Source: an optimization exercise on an open RTL-to-GDS flow (aim: small area, a short achievable clock period and few clock cycles). Production flows keep margins and buffers that such runs may drop.
Function was checked by simulation only, so behaviour that the tests miss may differ from the original.

==> flow/design.v (outline; a module is shown in full before it is edited, if it fits) <==
// module Divider16t: 103 lines
// module MultDiv: 3048 lines
// module muldiv_unit: 105 lines
module muldiv_unit (
    input               clk,
    input               resetn,
    input               req_valid,
    output              req_ready,
    input       [2:0]   req_op,      
    input       [31:0]  req_a,
    input       [31:0]  req_b,
    input       [31:0]  req_hi,      
    input       [31:0]  req_lo,
    output              resp_valid,
    output      [31:0]  resp_hi,
    output      [31:0]  resp_lo
);
  // ...
==> flow/flow/run.sh <==
#!/bin/bash
# The standard layout (standard.sh), with ORFS's setup repair asked to leave a
# larger slack margin: the design's 20 ns clock leaves every path with slack,
# so without a margin the repair never works on the critical paths.
set -euo pipefail
MARGIN=13
sed "s|\"\${@:-finish}\"|SETUP_SLACK_MARGIN=$MARGIN \"\${@:-finish}\"|" standard.sh > standard_margin.sh
grep -q "SETUP_SLACK_MARGIN=$MARGIN" standard_margin.sh
bash standard_margin.sh > layout.log 2>&1
==> flow/standard.sh <==
#!/bin/bash
# synth_recipe.tcl (not shown) runs the flow's synth.tcl, then flattens the netlist and writes it again
# the make line also repeats each setting of config.mk as NAME=value (left out here)
make -C /OpenROAD-flow-scripts/flow DESIGN_CONFIG=/design/flow/config.mk WORK_HOME=/design/flow/orfs CLKGATE_MAP_FILE= SYNTH_SCRIPT=/design/flow/synth_recipe.tcl "${@:-finish}"
==> flow/config.mk <==
export PLATFORM = sky130hd
export DESIGN_NAME = muldiv_unit
export DESIGN_NICKNAME = muldiv_unit
export VERILOG_FILES = /design/flow/design.v
export SDC_FILE = /design/flow/constraint.sdc
export NUM_CORES = 8
export LEC_CHECK = 0
export CAP_MARGIN = 20
export CORE_MARGIN = 2
export CORE_UTILIZATION = 40
export SLEW_MARGIN = 20
==> flow/constraint.sdc <==
create_clock -name core_clock -period 20.0 [get_ports {clk}]
set_input_delay 4.0000 -clock core_clock [delete_from_list [all_inputs] [get_ports {clk}]]
set_output_delay 4.0000 -clock core_clock [all_outputs]
set_load 0.01 [all_outputs]
==> results.yml, run 1 <==
finish:
  nonClkBufAreaFrac: 0.09335
  multi_input_area_share: 0.6427
  clk_share: 0.02246
  regArea_um2: 11480
  flops_and_latches: 384
run_status:
  status: "finished clean"
sta:
  skew_ps: 45.57
  maxSlewHeadroom: 0.2693
  fin_tns_setup_ps: 0
  post-route-period-util: 0.3810
  holdWs_ps: 542.2
setup_path:
  critPathCapture: "resp_lo[31]"
  crit_start: "u_div.q_neg"
  endpoint_kind: "primary output"
synth:
  synthesis.nets: 7929
  yosys.area.top_type_share: 0.1878
  synthSimpleGateAreaFrac: 0.1031
  synth_edf_count: 379
  synth.avg_cell_area_um2: 8.844
  ys_top_cells_by_area: "edfxtp_1 (19%), fa_1 (18%), xnor2_1 (12%)"
  synth_fa_ha_area_frac: 0.2632
  synth-compound-area-share: 0.2091
hold_path:
  min_path_cells: 2
grt:
  antenna_found_initial: 7
  grt_pass1_wl_mm: 365.8
  busiest_layer: "met2"
clock_network:
  cts_sinks: 384
route:
  ant_nets: 0
  wl_per_cell_um: 28.85
Testbench counts, summed over its fixed seeds: cycles 5,426.
==> run 2, diff against run 1 <==
==> flow/run.sh (new file) <==
#!/bin/bash
# synth_recipe.tcl (not shown) runs the flow's synth.tcl, then flattens the netlist and writes it again
# the make line also repeats each setting of config.mk as NAME=value (left out here)
make -C /OpenROAD-flow-scripts/flow DESIGN_CONFIG=/design/flow/config.mk WORK_HOME=/design/flow/orfs CLKGATE_MAP_FILE= SYNTH_SCRIPT=/design/flow/synth_recipe.tcl finish
removed: flow/flow/run.sh
removed: flow/standard.sh
==> run 2 against run 1 <==
Compared with the run above:
- synthesized cell count unchanged
- via count down 3.8%
- critical path depth up 1
- hold slack worse by 27 ps
- clock skew down 16 ps
- core utilization down 3.8 points
- fmax down 21%
- clock-buffer cell count up 6
==> results.yml, run 2 <==
run_status:
  status: "finished clean"
finish:
  final_cell_mix: "inv_1 (862), xnor2_1 (818), fa_1 (553)"
  stdcell_area_um2: 66220
  top_regs: "or_res x64, u_div.d3 x33"
  nets: 7878
  syn_to_final_growth_pct: 9.281
  final_common_cell: "inv_1"
  drive_gt1_frac: 0.04255
  final_util: 0.4411
  fillers: 14652
  largest_register_ffs: 64
  regMostFlops: "or_res"
flow_run:
  cap_viol_max_count: 0
sta:
  skew_ps: 29.62
  layout_setup_ws_ps: 10410
  fin_tns_setup_ps: 0
  post-route-period-util: 0.4796
  maxSlewHeadroom: 0.2466
  finalSetupViolations: 0
  worstMarginPinSlew_ps: 1130
  finalMaxSlewViolations: 0
  hold_viol: 0
  fin_crit_ps: 9593
  grt_setup_unrepaired: "false"
  fmax_mhz: 104.2
setup_path:
  crit_type: "reg2out"
  cp.arrival_ps: 5590
  cp-start-kind: "register"
  worstPathMaxFanout: 61
  endpoint_kind: "primary output"
  path_cells: "buf_4 > ha_1 > ha_1 > nand2_1 > a211oi_1 > and2_1 > o21ai_0 > a21o_1 > nor3b_1 > a21boi_0 > o21ai_0 > xnor2_1 > o21ai_0 > clkdlybuf4s50_1"
  worst_path_max_delay_cell: "clkdlybuf4s50_1"
  cpPeakStageDelay_ps: 610
  worstPathRequired_ps: 16000
  path_common_cell: "o21ai_0"
  worstRegToRegCells: 21
clock_network:
  cts_tree: "built"
  cts_buffers: 48
  cts_setup_buffers: 0
  holdBufCountCts: 0
  path_clk_slew_ps: 60
  cts_root_buffer: "clkbuf_16"
  clk_latency_ps: 680
  h-tree-depth: 2
  clk_path_buf_depth: 3
  cts_sinks: 384
  cts_resized: 0
grt:
  met1_usage: 0.4127
  busiest_layer: "met2"
  antenna_found_initial: 11
  grt_pass1_wl_mm: 355.5
  grt_pass1_vias: 53850
  met3_usage: 0.06673
  grt_usage: 0.3100
  overflow: 0
  grt_use_met2: 0.4785
  grt_max_degree: 116
hold_path:
  min_path_cells: 2
  min_path_type: "reg2reg"
placed_design:
  post-place-ws_ps: 11330
  place.gp.congestion: 0.9789
  numPortBuffers: 199
  dpl-instance-area_um2: 64550
  dp_hpwl_mm: 179.3
die:
  ios: 200
  die_width_um: 393.2
  fp-row-count: 142
  initial_core_util: 0.4037
  coreArea_um2: 150100
  dieArea_um2: 154600
  die_h_um: 393.2
route:
  drc_errors: 0
  routed_wl_mm: 244.3
  first_pass_iters: 6
  wl_per_cell_um: 27.58
  drt-initial-drc-count: 6441
  ant_nets: 0
  via_per_inst: 6.138
  via_count: 54367
synth:
  ys_async_sr_fraction: 0
  synthesis.nets: 7929
  yosys.area.top_type_share: 0.1878
  yosys_warnings: 2
  ys_types: 97
  synth_common_cells: "inv_1 (866), xnor2_1 (820), fa_1 (553)"
  yosysSeqAreaShare: 0.1895
  synth.avg_cell_area_um2: 8.844
  synth_most_common_cell: "inv_1"
  syn_area_um2: 60600
  ys_ff_latch: 384
  syn_inst: 6852
  ys_top_cells_by_area: "edfxtp_1 (19%), fa_1 (18%), xnor2_1 (12%)"
  synth_edf_count: 379
  yosysTopAreaCell: "edfxtp_1"
  ys_dominant_reg_cell: "edfxtp_1"
-- run 2: cell families (layout without fill, tap and decap cells) --
logic type / after synthesis / in the layout / share of synthesized area
AOI/OAI and AO/OA: 1865 / 1865 / 0.2091
buffers and inverters: 1317 / 1304 / 0.08188
and+or+nand+nor: 1298 / 1298 / 0.1031
xor gates and xnor gates: 967 / 967 / 0.1398
adders and majority gates: 943 / 943 / 0.2632
DFF: 384 / 384 / 0.1895
muxes: 78 / 78 / 0.01354
other: 0 / 3 / 0
-- run 2: area by class of cell --
type                            instances  area, um^2  share of cell area
Antenna cell                            3       7.507           0.0001134
Clock buffer                           59        1252             0.01891
Clock inverter                         29       400.4            0.006046
Inverter                              881        3308             0.04995
Multi-Input combinational cell       5151       44230              0.6680
Sequential cell                       384       11480              0.1734
Tap cell                             2016        2522             0.03809
Timing Repair Buffer                  335        3018             0.04557
-- run 2: metrics by stage --
stage	hold WS [ps]	instances
2_1_floorplan	448.7	6852
5_1_grt	545.0	8856
3_3_place_gp	500.1	8766
3_5_place_dp	499.5	8766
4_1_cts	513.4	8854
6_report	515.1	8858
-- run 2: critical path: cells and delay by family, from the launching register on --
| kind | cells | cell delay, ps |
|---|---|---|
| adders and majority gates | 2 | 560 |
| DFF | 1 | 330 |
| and+or+nand+nor | 3 | 900 |
| buffers and inverters | 2 | 1130 |
| xor gates and xnor gates | 1 | 180 |
| AOI/OAI and AO/OA | 6 | 1760 |
-- run 2: path summary, 6_finish.rpt --
| kind | from | end | slack (ps) |
|---|---|---|---|
| setup reg to reg | ir_neg[9] | or_res[61] | 11130 |
| hold reg to reg | or_full | or_full | 520 |
| hold / removal | or_full | or_full | 520 |
| setup / recovery | u_div.q_neg | resp_lo[30] | 10410 |
-- run 2: layer usage --
metal / vias up / wire length [um]
li1: 23605 / -
met2: 3304 / 106200
met3: 760 / 25510
met4: 6 / 13680
met1: 26692 / 98930
met5: - / 48
==> module Divider16t, before the edit <==
module Divider16t (
    input               clk,
    input               resetn,
    input               start,       
    input               sa,          
    input               sb,          
    input       [31:0]  a,           
    input       [31:0]  b,           
    input               take,        
    output              idle,        
    output              done,        
    output      [63:0]  res          
);
    localparam S_IDLE = 2'd0, S_ITER = 2'd1, S_DONE = 2'd2;
    reg [1:0]   state;
    reg [3:0]   cnt;
    reg [31:0]  rr, qq;          
    reg [31:0]  dd;              
    reg [33:0]  d3;              
    reg         q_neg, r_neg;
    function [5:0] clz32;
        input [31:0] v;
        integer i;
        reg found;
        begin
            clz32 = 6'd32;
            found = 1'b0;
            for (i = 31; i >= 0; i = i - 1)
                if (!found && v[i]) begin
                    clz32 = 31 - i;
                    found = 1'b1;
                end
        end
    endfunction
    wire        a_neg = sa;
    wire        b_neg = sb;
    wire [31:0] aa = a;
    wire [31:0] ab = b;
    wire [5:0]  za = clz32(aa);
    wire [5:0]  zb = clz32(ab);
    wire        qzero = za > zb;                 
    wire [5:0]  nq = zb - za + 6'd1;             
    wire [3:0]  kq0 = (nq + 6'd3) >> 2;          
    wire [3:0]  kq = kq0[3] ? 4'd8 : kq0;
    wire [2:0]  sh = 3'd0 - kq[2:0];             
    wire [63:0] w0 = {32'd0, aa} << {sh, 2'b00};
    function [33:0] r4;      
        input [31:0] r;
        input [1:0]  nb;
        input [31:0] d;
        input [33:0] dx3;
        reg [33:0] x;
        reg [34:0] t1, t2, t3;
        begin
            x  = {r, nb};
            t1 = {1'b0, x} - {3'b0, d};
            t2 = {1'b0, x} - {2'b0, d, 1'b0};
            t3 = {1'b0, x} - {1'b0, dx3};
            if (!t3[34])      r4 = {t3[31:0], 2'd3};
            else if (!t2[34]) r4 = {t2[31:0], 2'd2};
            else if (!t1[34]) r4 = {t1[31:0], 2'd1};
            else              r4 = {x[31:0], 2'd0};
        end
    endfunction
    wire [33:0] st1 = r4(rr, qq[31:30], dd, d3);
    wire [33:0] st2 = r4(st1[33:2], qq[29:28], dd, d3);
    wire        load = start && (state == S_IDLE || (state == S_DONE && take));
    assign idle = state == S_IDLE;
    assign done = state == S_DONE;
    assign res  = {(rr ^ {32{r_neg}}) + {31'd0, r_neg},
                   (qq ^ {32{q_neg}}) + {31'd0, q_neg}};
    always @(posedge clk) begin
        if (!resetn) begin
            state <= S_IDLE;
        end
        else if (load) begin
            state <= qzero ? S_DONE : S_ITER;
        end
        else begin
            case (state)
                S_ITER: if (cnt == 4'd1) state <= S_DONE;
                S_DONE: if (take) state <= S_IDLE;
                default: ;
            endcase
        end
    end
    always @(posedge clk) begin
        if (load) begin
            cnt   <= kq;
            rr    <= qzero ? a : w0[63:32];
            qq    <= qzero ? 32'd0 : w0[31:0];
            dd    <= ab;
            d3    <= {2'b0, ab} + {1'b0, ab, 1'b0};
            q_neg <= !qzero && (a_neg ^ b_neg);
            r_neg <= a_neg;
        end
        else if (state == S_ITER) begin
            cnt   <= cnt - 4'd1;
            rr    <= st2[33:2];
            qq    <= {qq[27:0], st1[1:0], st2[1:0]};
        end
    end
endmodule
==> module muldiv_unit, before the edit <==
module muldiv_unit (
    input               clk,
    input               resetn,
    input               req_valid,
    output              req_ready,
    input       [2:0]   req_op,      
    input       [31:0]  req_a,
    input       [31:0]  req_b,
    input       [31:0]  req_hi,      
    input       [31:0]  req_lo,
    output              resp_valid,
    output      [31:0]  resp_hi,
    output      [31:0]  resp_lo
);
    reg         ir_valid;
    reg         ir_div, ir_sa, ir_sb;
    reg [31:0]  ir_a, ir_b, ir_hi, ir_lo;
    reg [16:0]  ir_one, ir_two, ir_neg;
    reg         or_full;         
    reg         or_wait;         
    reg [63:0]  or_res;
    wire        rq_sgn = !req_op[0];
    wire        rq_sub = req_op[2] && req_op[1];
    wire        rq_sa  = rq_sgn && req_a[31];
    wire        rq_sb  = rq_sgn && req_b[31];
    wire [34:0] rq_bx  = {{2{rq_sb}}, req_b, 1'b0};
    wire        rq_flip = rq_sub ^ rq_sa;       
    reg  [16:0] rq_one, rq_two, rq_neg;
    integer j;
    always @(*) begin
        for (j = 0; j < 17; j = j + 1) begin
            rq_one[j] = rq_bx[2*j+1] ^ rq_bx[2*j];
            rq_two[j] = (rq_bx[2*j+2] & !rq_bx[2*j+1] & !rq_bx[2*j]) |
                        (!rq_bx[2*j+2] & rq_bx[2*j+1] & rq_bx[2*j]);
            rq_neg[j] = rq_bx[2*j+2] ^ rq_flip;
        end
    end
    wire        div_idle, div_done;
    wire [63:0] div_res, mac_res;
    wire        or_resp   = or_full && !or_wait;
    wire        div_resp  = div_done && !or_resp;
    wire        mul_issue = ir_valid && !ir_div && (!or_full || or_resp);
    wire        div_issue = ir_valid &&  ir_div && (div_idle || div_resp);
    wire        consume   = mul_issue || div_issue;
    wire        div_busy  = div_issue || !(div_idle || div_resp);
    assign req_ready  = !ir_valid || consume;
    assign resp_valid = or_resp || div_resp;
    assign resp_hi    = div_resp ? div_res[63:32] : or_res[63:32];
    assign resp_lo    = div_resp ? div_res[31:0]  : or_res[31:0];
    always @(posedge clk) begin
        if (!resetn) begin
            ir_valid <= 1'b0;
            or_full  <= 1'b0;
            or_wait  <= 1'b0;
        end
        else begin
            ir_valid <= req_ready ? req_valid : ir_valid;
            if (mul_issue) begin
                or_full <= 1'b1;
                or_wait <= div_busy;
            end
            else begin
                if (or_resp) or_full <= 1'b0;
                if (div_resp) or_wait <= 1'b0;
            end
        end
    end
    always @(posedge clk) begin
        if (req_ready) begin
            ir_div <= !req_op[2] && req_op[1];
            ir_sa  <= rq_sa;
            ir_sb  <= rq_sb;
            ir_a   <= rq_sa ? -req_a : req_a;
            ir_b   <= rq_sb ? -req_b : req_b;
            ir_one <= rq_one;
            ir_two <= rq_two;
            ir_neg <= rq_neg;
            ir_hi <= req_op[2] ? req_hi : 32'd0;
            ir_lo <= req_op[2] ? req_lo : 32'd0;
        end
        if (mul_issue)
            or_res <= mac_res;
    end
    MultDiv u_mac (
        .a   ( ir_a            ),
        .one ( ir_one          ),
        .two ( ir_two          ),
        .neg ( ir_neg          ),
        .x   ( {ir_hi, ir_lo}  ),
        .p   ( mac_res         )
    );
    Divider16t u_div (
        .clk    ( clk       ),
        .resetn ( resetn    ),
        .start  ( div_issue ),
        .sa     ( ir_sa     ),
        .sb     ( ir_sb     ),
        .a      ( ir_a      ),
        .b      ( ir_b      ),
        .take   ( div_resp  ),
        .idle   ( div_idle  ),
        .done   ( div_done  ),
        .res    ( div_res   )
    );
endmodule
==> run 3, diff against run 2 <==
--- a/flow/design.v
+++ b/flow/design.v
@@ -14,3 +14,3 @@
 );
-    localparam S_IDLE = 2'd0, S_ITER = 2'd1, S_DONE = 2'd2;
+    localparam S_IDLE = 2'd0, S_ITER = 2'd1, S_DONE = 2'd2, S_FIX = 2'd3;
     reg [1:0]   state;
@@ -70,4 +70,4 @@
     assign done = state == S_DONE;
-    assign res  = {(rr ^ {32{r_neg}}) + {31'd0, r_neg},
-                   (qq ^ {32{q_neg}}) + {31'd0, q_neg}};
+    assign res  = {rr, qq};
+    wire        fix = r_neg || q_neg;
     always @(posedge clk) begin
@@ -77,3 +77,3 @@
         else if (load) begin
-            state <= qzero ? S_DONE : S_ITER;
+            state <= !qzero ? S_ITER : a_neg ? S_FIX : S_DONE;
         end
@@ -81,3 +81,4 @@
             case (state)
-                S_ITER: if (cnt == 4'd1) state <= S_DONE;
+                S_ITER: if (cnt == 4'd1) state <= fix ? S_FIX : S_DONE;
+                S_FIX:  state <= S_DONE;
                 S_DONE: if (take) state <= S_IDLE;
@@ -102,2 +103,6 @@
         end
+        else if (state == S_FIX) begin
+            rr    <= (rr ^ {32{r_neg}}) + {31'd0, r_neg};
+            qq    <= (qq ^ {32{q_neg}}) + {31'd0, q_neg};
+        end
     end
@@ -3171,5 +3176,5 @@
     reg [16:0]  ir_one, ir_two, ir_neg;
-    reg         or_full;         
-    reg         or_wait;         
-    reg [63:0]  or_res;
+    reg         e0_full, e1_full;    
+    reg         e0_wait, e1_wait;    
+    reg [63:0]  e0_res, e1_res;
     wire        rq_sgn = !req_op[0];
@@ -3192,5 +3197,7 @@
     wire [63:0] div_res, mac_res;
-    wire        or_resp   = or_full && !or_wait;
+    wire        or_resp   = e0_full && !e0_wait;
     wire        div_resp  = div_done && !or_resp;
-    wire        mul_issue = ir_valid && !ir_div && (!or_full || or_resp);
+    wire        q_one     = or_resp ? e1_full : (e0_full && !e1_full);
+    wire        q_two     = !or_resp && e1_full;
+    wire        mul_issue = ir_valid && !ir_div && !q_two;
     wire        div_issue = ir_valid &&  ir_div && (div_idle || div_resp);
@@ -3200,4 +3207,4 @@
     assign resp_valid = or_resp || div_resp;
-    assign resp_hi    = div_resp ? div_res[63:32] : or_res[63:32];
-    assign resp_lo    = div_resp ? div_res[31:0]  : or_res[31:0];
+    assign resp_hi    = div_resp ? div_res[63:32] : e0_res[63:32];
+    assign resp_lo    = div_resp ? div_res[31:0]  : e0_res[31:0];
     always @(posedge clk) begin
@@ -3205,4 +3212,6 @@
             ir_valid <= 1'b0;
-            or_full  <= 1'b0;
-            or_wait  <= 1'b0;
+            e0_full  <= 1'b0;
+            e1_full  <= 1'b0;
+            e0_wait  <= 1'b0;
+            e1_wait  <= 1'b0;
         end
@@ -3210,10 +3219,14 @@
             ir_valid <= req_ready ? req_valid : ir_valid;
-            if (mul_issue) begin
-                or_full <= 1'b1;
-                or_wait <= div_busy;
-            end
-            else begin
-                if (or_resp) or_full <= 1'b0;
-                if (div_resp) or_wait <= 1'b0;
-            end
+            e0_full  <= q_one || q_two || mul_issue;
+            e1_full  <= q_two || (q_one && mul_issue);
+            if (or_resp)
+                e0_wait <= e1_full ? e1_wait : div_busy;
+            else if (!e0_full)
+                e0_wait <= div_busy;
+            else if (div_resp)
+                e0_wait <= 1'b0;
+            if (q_one)
+                e1_wait <= div_busy;
+            else if (div_resp)
+                e1_wait <= 1'b0;
         end
@@ -3233,4 +3246,8 @@
         end
-        if (mul_issue)
-            or_res <= mac_res;
+        if (or_resp && e1_full)
+            e0_res <= e1_res;
+        else if (!q_one && !q_two)
+            e0_res <= mac_res;
+        if (q_one)
+            e1_res <= mac_res;
     end
==> flow/flow/run.sh (new file) <==
#!/bin/bash
# The standard layout (standard.sh), with ORFS's setup repair asked to leave a
# larger slack margin: the design's 20 ns clock leaves every path with slack,
# so without a margin the repair never works on the critical paths.
set -euo pipefail
MARGIN=14
sed "s|\"\${@:-finish}\"|SETUP_SLACK_MARGIN=$MARGIN \"\${@:-finish}\"|" standard.sh > standard_margin.sh
grep -q "SETUP_SLACK_MARGIN=$MARGIN" standard_margin.sh
bash standard_margin.sh > layout.log 2>&1
==> flow/standard.sh (new file) <==
#!/bin/bash
# synth_recipe.tcl (not shown) runs the flow's synth.tcl, then flattens the netlist and writes it again
# the make line also repeats each setting of config.mk as NAME=value (left out here)
make -C /OpenROAD-flow-scripts/flow DESIGN_CONFIG=/design/flow/config.mk WORK_HOME=/design/flow/orfs CLKGATE_MAP_FILE= SYNTH_SCRIPT=/design/flow/synth_recipe.tcl "${@:-finish}"
removed: flow/run.sh
==> run 3 against run 2 <==
Compared with the run above:
- still clean on timing, DRC and antenna
- global-route usage rose by 1.7 points
- clock-buffer cell count up 9
- sequential cell count rose by 66
- design area grew 21%
- critical endpoint is now e0_res[62]
- largest cell class unchanged
- highest routed layer unchanged
==> results.yml, run 3 <==
grt:
  antenna_found_initial: 3
  grt_use_met2: 0.4828
  grt_usage: 0.3268
  grt_pass1_vias: 58531
  met1_usage: 0.4292
  overflow: 0
  met3_usage: 0.1002
  grt_pass1_wl_mm: 394.5
  grt_max_degree: 71
  busiest_layer: "met2"
route:
  wl_per_cell_um: 28.72
  ant_nets: 0
  via_per_inst: 6.168
  drt-initial-drc-count: 7672
  via_count: 59338
  first_pass_iters: 9
  drc_errors: 0
  routed_wl_mm: 276.3
die:
  die_h_um: 403.0
  initial_core_util: 0.4026
  fp-row-count: 146
  ios: 200
  die_width_um: 403.0
  coreArea_um2: 158200
  dieArea_um2: 162400
placed_design:
  post-place-ws_ps: 12040
  dpl-instance-area_um2: 69060
  place.gp.congestion: 1.014
  numPortBuffers: 199
  placed_cells: 9066
  dp_hpwl_mm: 184.7
sta:
  skew_ps: 52.40
  hold_viol: 0
  worstMarginPinSlew_ps: 1070
  post-route-period-util: 0.3606
  grt_setup_unrepaired: "true"
  fin_crit_ps: 7213
  maxSlewHeadroom: 0.2866
  fmax_mhz: 138.6
  layout_setup_ws_ps: 12790
  finalSetupViolations: 0
  fin_tns_setup_ps: 0
  finalMaxSlewViolations: 0
finish:
  syn_to_final_growth_pct: 26.14
  drive_gt1_frac: 0.2078
  final_cell_mix: "inv_1 (797), xnor2_1 (781), fa_1 (496)"
  stdcell_area_um2: 80330
  top_regs: "e0_res x64, e1_res x64, u_div.d3 x33"
  final_common_cell: "inv_1"
  layout.cells.non_filler: 9621
  nets: 8574
clock_network:
  holdBufCountCts: 0
  h-tree-depth: 2
  cts_buffers: 57
  cts_sinks: 450
  clk_path_buf_depth: 3
  cts_root_buffer: "clkbuf_16"
  clk_latency_ps: 710
  cts_tree: "built"
  path_clk_slew_ps: 70
synth:
  synth-compound-area-share: 0.1987
  yosys_warnings: 2
  syn_area_um2: 63690
  yosysTopAreaCell: "edfxtp_1"
  yosysSeqAreaShare: 0.2111
  synth_fa_ha_area_frac: 0.2499
  synth.avg_cell_area_um2: 8.981
  ys_dominant_reg_cell: "edfxtp_1"
  yosys.area.top_type_share: 0.2089
  ys_types: 112
  synth_common_cells: "inv_1 (827), xnor2_1 (810), fa_1 (553)"
  synth_top_family_by_area: "adder cells"
  synthSimpleGateAreaFrac: 0.1082
  ys_ff_latch: 450
  ys_top_cells_by_area: "edfxtp_1 (21%), fa_1 (17%), xnor2_1 (11%)"
  synthesis.nets: 8165
  synth_edf_count: 443
  syn_inst: 7091
  synthXorXnorAreaFrac: 0.1313
  synth_most_common_cell: "inv_1"
  synthMuxAreaShare: 0.02399
  ys_async_sr_fraction: 0
setup_path:
  path_cells: "buf_4 > buf_12 > a22oi_2 > xnor2_1 > ha_1 > fa_1 > inv_1 > fa_1 > inv_1 > fa_2 > fa_1 > fa_2 > ha_4 > buf_4 > nand4_1 > or4_4 > a211oi_4 > o41ai_4 > o21a_2 > o31a_1 > a21oi_2 > a21oi_1 > xnor2_1 > mux2_4"
  cp-start-kind: "register"
  crit_type: "reg2reg"
  cpPeakStageDelay_ps: 610
  worstPathMaxFanout: 10
  worst_path_max_delay_cell: "or4_4"
  endpoint_kind: "register"
  path_common_cell: "fa_1"
  worstPathRequired_ps: 20430
  cp.arrival_ps: 7640
hold_path:
  min_path_type: "reg2reg"
flow_run:
  cap_viol_max_count: 0
run_status:
  status: "finished clean"
## run 3: per-stage QoR
step | hold WS [ps] | utilization
6_report | 474.2 | 0.5078
5_1_grt | 508.0 | 0.5078
4_1_cts | 500.2 | 0.4877
3_5_place_dp | 495.7 | 0.4366
3_3_place_gp | 480.9 | 0.4366
2_1_floorplan | 456.1 | -
## run 3: repair_timing
item                                     CTS  global route
gates cloned                              34             9
endpoints found under the setup margin   236           231
setup buffers                            271           133
pin swaps                                189           178
gates resized for setup                 1018           410
## run 3: final cells by class
class | count | area, um^2
Multi-Input combinational cell | 5352 | 49800
Timing Repair Buffer | 798 | 9259
Sequential cell | 450 | 13460
Inverter | 841 | 3312
Clock buffer | 68 | 1489
Clock inverter | 37 | 415.4
Antenna cell | 3 | 7.507
Tap cell | 2072 | 2592
Fill cell | 14341 | 77860
## run 3: critical path, delay by kind of cell (launching register included)
kind	cells	cell delay, ps
XOR/XNOR	2	290
flip-flops	1	420
multiplexers	1	260
adder cells (fa/ha/maj)	7	3120
AO/OA/AOI/OAI	7	1440
buffers and inverters	5	560
AND/OR/NAND/NOR	2	820
## run 3: cells by family after synthesis
kind of cell,count (synthesis)
DFF,450
muxes,141
buffers and inverters,1290
adders and majority gates,940
AOI/OAI and AO/OA,1873
xor gates and xnor gates,955
and+or+nand+nor,1442
## run 3: per-layer routing
layer	part of all wire	wire length, um
met1	0.38	105800
met2	0.42	115500
met3	0.13	36530
met4	0.066	18310
met5	0.00052	143
## run 3: final timing paths
check,startpoint,endpoint,slack [ps],depth (start not counted)
worst min-delay path,e1_res[37],e0_res[37],470,2
worst min register to register,e1_res[37],e0_res[37],470,2
worst max-delay path,ir_a[20],e0_res[62],12790,24
worst max register to register,ir_a[20],e0_res[62],12790,24
Testbench counts of run 3, summed over its fixed seeds: cycles 5,243.
==> run 4, diff against run 3 <==
--- a/flow/flow/run.sh
+++ b/flow/flow/run.sh
@@ -5,3 +5,3 @@
 set -euo pipefail
-MARGIN=14
+MARGIN=13
 sed "s|\"\${@:-finish}\"|SETUP_SLACK_MARGIN=$MARGIN \"\${@:-finish}\"|" standard.sh > standard_margin.sh
==> run 4 against run 3 <==
Compared with the run above:
- global-route usage down 0.77 points
- clock skew up 17 ps
- clock-buffer cell count down 5
- area after synthesis unchanged
- worst setup slack better by 36 ps
- design area down 4.8%
- largest cell class unchanged
- non-clock buffer count down 173
==> results.yml, run 4 <==
route:
  wl_per_cell_um: 28.38
  via_count: 58395
  drc_errors: 0
  drt-initial-drc-count: 7316
  routed_wl_mm: 268.3
  first_pass_iters: 9
  via_per_inst: 6.179
  ant_nets: 0
setup_path:
  crit_type: "reg2reg"
  cpLargestDelayFamily: "adder cells"
  cp.arrival_ps: 7600
  worstPathRequired_ps: 20420
  worst_path_max_delay_cell: "or4_4"
  worst-path-buf-inv: 4
  worstPathMaxFanout: 6
  path_common_cell: "fa_1"
  endpoint_kind: "register"
  path_cells: "buf_6 > buf_8 > buf_16 > a22oi_2 > xnor2_1 > fa_1 > fa_1 > fa_1 > fa_2 > inv_2 > fa_1 > fa_1 > ha_4 > and4_4 > nand3_2 > or4_4 > a211oi_4 > o41ai_4 > o21a_2 > o31a_1 > a21oi_2 > a21oi_2 > xnor2_2 > mux2_4"
  cp-start-kind: "register"
  cpPeakStageDelay_ps: 580
grt:
  grt_usage: 0.3192
  grt_max_degree: 122
  grt_pass1_wl_mm: 384.4
  overflow: 0
  antenna_found_initial: 6
  grt_pass1_vias: 57438
sta:
  hold_viol: 0
  skew_ps: 69.10
  finalSetupViolations: 0
  fin_crit_ps: 7176
  finalMaxSlewViolations: 0
  maxSlewHeadroom: 0.1125
  fin_tns_setup_ps: 0
  fmax_mhz: 139.4
  worstMarginPinSlew_ps: 1331
  post-route-period-util: 0.3588
  grt_setup_unrepaired: "true"
die:
  dieArea_um2: 162400
  die_width_um: 403.0
  fp-row-count: 146
  coreArea_um2: 158200
  initial_core_util: 0.4026
  ios: 200
  die_h_um: 403.0
synth:
  ys_dominant_reg_cell: "edfxtp_1"
  yosysSeqAreaShare: 0.2111
  synth_edf_count: 443
  yosysTopAreaCell: "edfxtp_1"
  synth.avg_cell_area_um2: 8.981
  ys_async_sr_fraction: 0
  ys_top_cells_by_area: "edfxtp_1 (21%), fa_1 (17%), xnor2_1 (11%)"
  synthesis.nets: 8165
  synth_common_cells: "inv_1 (827), xnor2_1 (810), fa_1 (553)"
  yosys_warnings: 2
  ys_types: 112
  ys_ff_latch: 450
  yosys.area.top_type_share: 0.2089
  synth_most_common_cell: "inv_1"
  syn_area_um2: 63690
  syn_inst: 7091
placed_design:
  numPortBuffers: 199
  dp_hpwl_mm: 181.4
  placed_cells: 9072
  place.gp.congestion: 0.9981
clock_network:
  h-tree-depth: 2
  clk_latency_ps: 730
  cts_root_buffer: "clkbuf_16"
  cts_tree: "built"
  cts_buffers: 57
  cts_sinks: 450
  path_clk_slew_ps: 60
  clk_path_buf_depth: 3
flow_run:
  cap_viol_max_count: 0
finish:
  final_common_cell: "inv_1"
  final_cell_mix: "inv_1 (802), xnor2_1 (783), nand2_1 (507)"
  syn_to_final_growth_pct: 20.12
  fillers: 14818
  drive_gt1_frac: 0.1474
  layout.cells.non_filler: 9451
  nets: 8404
  top_regs: "e0_res x64, e1_res x64, u_div.d3 x33"
hold_path:
  min_path_type: "reg2reg"
run_status:
  status: "finished clean"
## run 4: cell counts after synthesis
Identical to the previous run, type by type.
## run 4: what timing repair did
item	CTS	global route
pin swaps	189	144
setup endpoints to repair	198	103
hold buffers	0	0
gates resized for setup	642	214
gates cloned	32	6
setup buffers	148	85
## run 4: cell families (layout without fill, tap and decap cells)
family / Yosys count / in the layout / synth area share
other: 0 / 4 / 0
adder cells (fa/ha/maj): 940 / 940 / 0.2499
multiplexers: 141 / 141 / 0.02399
AO/OA/AOI/OAI: 1873 / 1873 / 0.1987
XOR/XNOR: 955 / 955 / 0.1313
AND/OR/NAND/NOR: 1442 / 1446 / 0.1082
buffers and inverters: 1290 / 1570 / 0.07684
flip-flops: 450 / 450 / 0.2111
## run 4: worst paths after layout
path	startpoint	slack, ps	cells after the start	endpoint
setup / recovery	ir_a[24]	12820	24	e0_res[62]
hold / removal	e1_res[24]	480	2	e0_res[24]
setup reg to reg	ir_a[24]	12820	24	e0_res[62]
hold reg to reg	e1_res[24]	480	2	e0_res[24]
## run 4: worst reg2reg max path: stages (launching register included)
cell and delay [ps]:
edfxtp_1 480, buf_6 170, buf_8 130, buf_16 150
a22oi_2 180, xnor2_1 160, fa_1 460, fa_1 530
fa_1 460, fa_2 360, inv_2 60, fa_1 420
fa_1 540, ha_4 320, and4_4 230, nand3_2 90
or4_4 580, a211oi_4 280, o41ai_4 110, o21a_2 250
o31a_1 310, a21oi_2 140, a21oi_2 80, xnor2_2 140
mux2_4 250
## run 4: routing by layer
metal / wire [um] / global-route usage / share of wire / vias up
met5: 42 / 0 / 0.00016 / -
met4: 16480 / 0.1569 / 0.061 / 6
met3: 36030 / 0.1184 / 0.13 / 889
met2: 112600 / 0.4732 / 0.42 / 3848
met1: 103100 / 0.4080 / 0.38 / 28516
li1: - / - / - / 25136
## run 4: per-stage QoR
step | utilization | setup WS, ps | hold slack (ps) | area, um^2
6_report | 0.4836 | 12820 | 483.0 | 76500
4_1_cts | 0.4722 | 12860 | 489.5 | 74700
2_1_floorplan | - | 12990 | 455.0 | 63840
3_5_place_dp | 0.4288 | 11370 | 492.3 | 67830
3_3_place_gp | 0.4288 | 11380 | 485.3 | 67830
5_1_grt | 0.4835 | 12700 | 508.9 | 76490
## run 4: area by class of cell
type                    count  area, um^2  share of cell area
clock inverters            41       503.0            0.006575
flip-flops and latches    450       13440              0.1757
well taps                2072        2592             0.03389
clock buffers              63        1449             0.01894
multi-input cells        5355       47880              0.6260
repair buffers            625        7352             0.09611
inverters                 841        3262             0.04264
diodes                      4       10.01           0.0001308

-- afterwards: timing with drivers on the ports --
The flow's constraints put no driver on any port. The routed layouts listed below were extracted and timed again, unchanged, in two steps.
Step 1, drivers: a clkbuf_16 drives clk and a buf_2 each remaining input, both assumed.
Step 2 moves the port delays by t, midway between the first and last clock arrival at a register: inputs arrive t later, outputs are due t later. That takes back most of the time a late clock gives input paths.
a / b / c = ideal / step 1 / step 2; a / b = the first two.
run | shift t [ns] | slack for setup (ns) | worst hold slack (ns) | cell pins on the clock port's net
run 1 | 0.744 | 12.380 / 12.299 / 12.612 | 0.542 / 0.542 / 0.542 | 1
run 2 | 0.746 | 10.407 / 10.328 / 11.074 | 0.515 / 0.515 / 0.515 | 1
run 3 | 0.768 | 12.787 / 12.787 / 12.785 | 0.474 / 0.474 / 0.474 | 1
run 4 | 0.779 | 12.824 / 12.824 / 12.459 | 0.483 / 0.483 / 0.483 | 1
After both steps setup and hold are still met in every run listed. For run 4, which loses most, drivers alone change the setup slack by 0.000 ns; drivers and shift together by -0.365 ns.
